From an optimization exercise on the open Yosys and OpenROAD flow, aimed at small area; shortcuts taken in it are not production practice. At most, simulation tests tie the RTL to the original design; equivalence was not proved. Power and IR drop assume default switching activity.

// ate
module ate(clk,reset,pix_data,bin,threshold);
input clk;
input reset;
input [7:0] pix_data;
output reg bin;
output reg [7:0] threshold;
reg [7:0] buffer [63:0];
reg [5:0] count;    
reg [2:0] col;      
reg [7:0] max;
reg [7:0] min;
integer i;
function ge8;
	input [7:0] a;
	input [7:0] b;
	integer k;
	reg r;
	begin
		r = 1'b1;
		for (k = 0; k < 8; k = k + 1)
			r = (a[k] & ~b[k]) | ((a[k] | ~b[k]) & r);
		ge8 = r;
	end
endfunction
wire       low0     = ~|count[4:0];
wire       last     = low0 & ~count[5];
wire [2:0] col_next = last ? {col[1:0], ~col[2]} : col;
wire       act_next = ~col_next[0] | col_next[2];    
wire [8:0] sum      = {1'b0, max} + {1'b0, min} + 9'd1;
wire [7:0] thr_next = last ? (act_next ? sum[8:1] : 8'd0) : threshold;
always @(posedge clk) begin
	buffer[0] <= pix_data;
	for (i = 1; i < 64; i = i + 1)
		buffer[i] <= buffer[i-1];
	if (last | ~ge8(max, pix_data))
		max <= pix_data;
	if (last | ~ge8(pix_data, min))
		min <= pix_data;
end
always @(posedge reset or posedge clk) begin
	if (reset) begin
		count <= 6'd0;
		col <= 3'd0;
		threshold <= 8'd0;
		bin <= 1'b0;
	end
	else begin
		count <= {count[4:0], count[5] ^ count[4] ^ low0};
		col <= col_next;
		threshold <= thr_next;
		bin <= act_next & ge8(buffer[63], thr_next);
	end
end
endmodule
Size in the first run: about 670 cells after synthesis, about 19 I/O pins, roughly 0.012 mm² of cells after synthesis.
==> flow/config.mk <==
export PLATFORM = sky130hd
export DESIGN_NAME = ate
export DESIGN_NICKNAME = ate
export VERILOG_FILES = /design/flow/design.v
export SDC_FILE = /design/flow/constraint.sdc
export NUM_CORES = 4
export LEC_CHECK = 0
export CAP_MARGIN = 20
export CORE_MARGIN = 2
export CORE_UTILIZATION = 45
export SLEW_MARGIN = 20
==> flow/constraint.sdc <==
create_clock -name core_clock -period 4.0 [get_ports {clk}]
set_input_delay 0.8000 -clock core_clock [delete_from_list [all_inputs] [get_ports {clk}]]
set_output_delay 0.8000 -clock core_clock [all_outputs]
set_load 0.01 [all_outputs]
standard.sh (not shown) runs the stock make flow with config.mk's settings and CLKGATE_MAP_FILE= SYNTH_SCRIPT=/design/flow/synth_recipe.tcl, a recipe that flattens the netlist after the stock synthesis.
==> flow/flow/run.sh <==
#!/bin/bash
export CTS_ARGS="-sink_clustering_enable -repair_clock_nets -dont_use_dummy_load -buf_list sky130_fd_sc_hd__clkbuf_8 -sink_clustering_size 20 -sink_clustering_max_diameter 60"
export BUFFER_PORTS_ARGS="-buffer_cell sky130_fd_sc_hd__buf_1"
bash standard.sh > standard.log 2>&1
Rerun with:
==> flow/flow/run.sh (replaced) <==
#!/bin/bash
export CTS_ARGS="-sink_clustering_enable -repair_clock_nets -dont_use_dummy_load -buf_list sky130_fd_sc_hd__clkbuf_4 -sink_clustering_size 12 -sink_clustering_max_diameter 50"
export BUFFER_PORTS_ARGS="-buffer_cell sky130_fd_sc_hd__buf_1"
bash standard.sh > standard.log 2>&1
Effect: Global-route usage increases by 0.28 points; wire length is higher by 2.0%; total power is lower by 2.2%; maximum frequency stays flat; via count climbs by 2.7%; clock skew went up by 5.6 ps; final area shrinks by 0.69%; worst hold slack got worse by 86 ps; synthesized area does not change.
Function was not checked in any run of this note: the RTL went through the layout flow alone.

---

== build 38 ==
The RTL this note starts from:
==> flow/design.v <==
module ate(clk,reset,pix_data,bin,threshold);
input clk;
input reset;
input [7:0] pix_data;
output reg bin;
output reg [7:0] threshold;
reg [7:0] buffer [63:0];
reg [5:0] count;    
reg [2:0] col;      
reg [7:0] nmax;        
reg [7:0] nmin;        
wire [7:0] max = ~nmax;
wire [7:0] min = ~nmin;
integer i;
function cy8;
	input [7:0] x;
	input [7:0] y;
	input       cin;
	integer k;
	reg c;
	begin
		c = cin;
		for (k = 0; k < 8; k = k + 1)
			c = (x[k] & y[k]) | (x[k] & c) | (y[k] & c);
		cy8 = c;
	end
endfunction
function ge8;
	input [7:0] a;
	input [7:0] b;
	integer k;
	reg r;
	begin
		r = 1'b1;
		for (k = 0; k < 8; k = k + 1)
			r = (a[k] & ~b[k]) | ((a[k] | ~b[k]) & r);
		ge8 = r;
	end
endfunction
wire       low0     = ~|count[4:0];
wire       last     = low0 & ~count[5];
wire [2:0] col_next = last ? {col[1:0], ~col[2]} : col;
wire       act_next = ~col_next[0] | col_next[2];    
reg  [8:0] sum;      
reg        ncy;
reg  [7:0] nmx, nmn;
integer j;
always @(*) begin
	nmx = nmax;
	nmn = nmin;
	ncy = nmx[0] & nmn[0];
	sum[0] = 1'b0;
	for (j = 1; j < 8; j = j + 1) begin
		sum[j] = ~(nmx[j] ^ nmn[j] ^ ncy);
		ncy = (nmx[j] & nmn[j]) | (nmx[j] & ncy) | (nmn[j] & ncy);
	end
	sum[8] = ~ncy;
end
wire [7:0] thr_next = last ? (act_next ? sum[8:1] : 8'd0) : threshold;
always @(posedge clk) begin
	buffer[0] <= ~pix_data;
	for (i = 1; i < 64; i = i + 1)
		buffer[i] <= buffer[i-1];
	if (last | cy8(pix_data, nmax, 1'b0))      
		nmax <= ~pix_data;
	if (last | ~cy8(pix_data, nmin, 1'b1))     
		nmin <= ~pix_data;
end
always @(posedge reset or posedge clk) begin
	if (reset) begin
		count <= 6'd0;
		col <= 3'd0;
		threshold <= 8'd0;
		bin <= 1'b0;
	end
	else begin
		count <= {count[4:0], count[5] ^ count[4] ^ low0};
		col <= col_next;
		threshold <= thr_next;
		bin <= act_next & ~cy8(buffer[63], thr_next, 1'b0);    
	end
end
endmodule
clock: 4.0 ns
lec_check: 0
cap_margin: 20
core_margin: 2
core_utilization: 45
setup_slack_margin: 0.15
slew_margin: 20
==> flow/flow/run.sh <==
#!/bin/bash
# The standard layout with three changes:
#  - synthesis is the standard flow's own (same passes, flatten and rename) except that abc
#    maps the logic with flow/area.script; registers are untouched;
#  - CTS builds the clock tree from clkbuf_4 in clusters of at most 12 sinks
#    and inserts no dummy loads;
#  - the port buffers are buf_1.
# Tool logs stay under orfs/logs; make's output goes to synth.log and standard.log.
set -e
here=$PWD
export MY_ABC_SCRIPT=$here/flow/area.script
export CTS_ARGS="-sink_clustering_enable -repair_clock_nets -dont_use_dummy_load -buf_list sky130_fd_sc_hd__clkbuf_4 -sink_clustering_size 12 -sink_clustering_max_diameter 50"
export BUFFER_PORTS_ARGS="-buffer_cell sky130_fd_sc_hd__buf_1"
sed "s#SYNTH_SCRIPT=[^ ]*#SYNTH_SCRIPT=$here/flow/my_synth.tcl#" standard.sh > my_standard.sh
bash my_standard.sh synth > synth.log 2>&1
bash standard.sh > standard.log 2>&1
==> flow/flow/area.script <==
strash
dch
amap
topo
==> flow/flow/my_synth.tcl <==
# synth_recipe.tcl with one change: abc maps the logic with flow/area.script
# (an area-oriented script) in place of ORFS's delay-oriented one.
proc synth {args} { yosys synth -nofsm -noshare {*}$args }
proc abc {args} {
  set i [lsearch $args -script]
  if {$i >= 0} { lset args [expr {$i+1}] $::env(MY_ABC_SCRIPT) }
  yosys abc {*}$args
}
source $::env(SCRIPTS_DIR)/synth.tcl
# left out here: clear keep_hierarchy, flatten, clean up, hide names made inside functions, write 1_2_yosys.v
In build 38 the implementation ran to completion but is not tape-out ready, as the final checks report negative setup slack.
Setup changes, build 38 to build 91
- SETUP_SLACK_MARGIN no longer set, was 0.15
==> flow/flow/area.script <==
strash
&get -n
&st
&syn2
&dch
&nf -a
&put
topo
Notes after the runs:
- Build 91 completed end to end with timing, DRC and antenna clean.
- Summary of build 91 over build 38: count of non-CTS buffers in the layout shrank by 4, final cycle utilization of the critical path shrank by 5.5 points.
- As of build 91, number of instances in the synthesized netlist had fallen slightly compared to build 38.
- Build 38 ended up with nmin[0] as its source of the critical timing path; build 91 ended up with nmax[0].
- Post-layout total power down 0.031 mW in build 91 wrt build 38
- Build 38 → build 91: post-synthesis share of cell area spent on full adders, half adders and majority gates has remained practically unchanged; detailed route wirelength on metal2 increased by about 4% relative to the old numbers; combined global-route utilization of all metal layers shows an increase of 0.18 points.
- Clock network power share, build 91 and build 38: larger value in build 38
- Looking at first-pass GRT wire length across build 91 and build 38, the one that comes out higher is build 38.
diff inputs: build 91 => build 32
- SETUP_SLACK_MARGIN now 0.15, previously not set
==> flow/flow/area.script <==
strash
&get -n
&st
&dch
&nf -a
&put
topo
Findings:
Pin slew with the least headroom to its limit on build 32 is up relative to build 91.
The run showing the greater wire length on met2 is build 91.
Final cell area: build 32 above build 91
Diff build 91 -> build 32: flip-flop and latch share of the layout cell area went down; non-clock buffer count down 2; worst hold slack decreased by 0.0064 ns relative to the old numbers; global-route wire length before repair rose 680 µm; total detailed-routing wirelength up about 2.4%.
Looking at count of mapped cells out of synthesis, build 32 sits about 0.8% above build 91.
The following lists how build 41 was set up differently from build 32:
==> flow/flow/area.script <==
strash
&get -n
&st
&dch -f
&nf -a -R 1000
&put
topo
## What came out
- Setup slack: build 41 vs build 32 up 0.080 ns
- On clock sink total, build 32 and build 41 are basically level.
- Build 41 vs. build 32: parity-gate share of the synthesized area counting xor and xnor cells shows no meaningful change; highest fanout seen on the critical path now larger.
- Compared with build 32, build 41 shows a higher fraction of layout instances using a drive strength above 1.

## afterwards: timing with drivers on the ports
The results above use ideal ports. As a check the final layouts listed here were re-extracted and re-timed, cells and wires unchanged.
Step 1 sets driving cells, clkbuf_16 on the clock port and buf_2 on the other inputs (assumed; they add their load-dependent delay and slew).
Step 2 times the ports against the registers' clock, not the clock port: input delays grow and output delays shrink by t, the midpoint of the rising clock arrivals with the driver on.
Three values: ideal, step 1, step 2; two values: the first two.
run | shift t [ns] | slack for setup (ns) | hold WS [ns] | worst data-port slew with drivers (ns) | pins driven straight from the clock port
the first run of note 1 | 0.549 | 0.601 / 0.601 / 0.071 | 0.272 / 0.272 / 0.272 | 0.03 | 1
the second run of note 1 | 0.661 | 0.601 / 0.601 / 0.103 | 0.187 / 0.170 / 0.248 | 0.03 | 1
build 38 | 0.697 | -0.129 / -0.129 / -0.129 | 0.104 / 0.089 / 0.280 | 0.08 | 1
build 91 | 0.683 | 0.091 / 0.091 / 0.091 | 0.112 / 0.094 / 0.263 | 0.05 | 1
build 32 | 0.702 | 0.052 / 0.052 / 0.052 | 0.106 / 0.100 / 0.293 | 0.09 | 1
build 41 | 0.686 | 0.132 / 0.132 / 0.132 | 0.090 / 0.076 / 0.283 | 0.07 | 1
For the first run of note 1, which loses most, drivers alone change the setup slack by 0.000 ns; drivers and shift together by -0.530 ns.
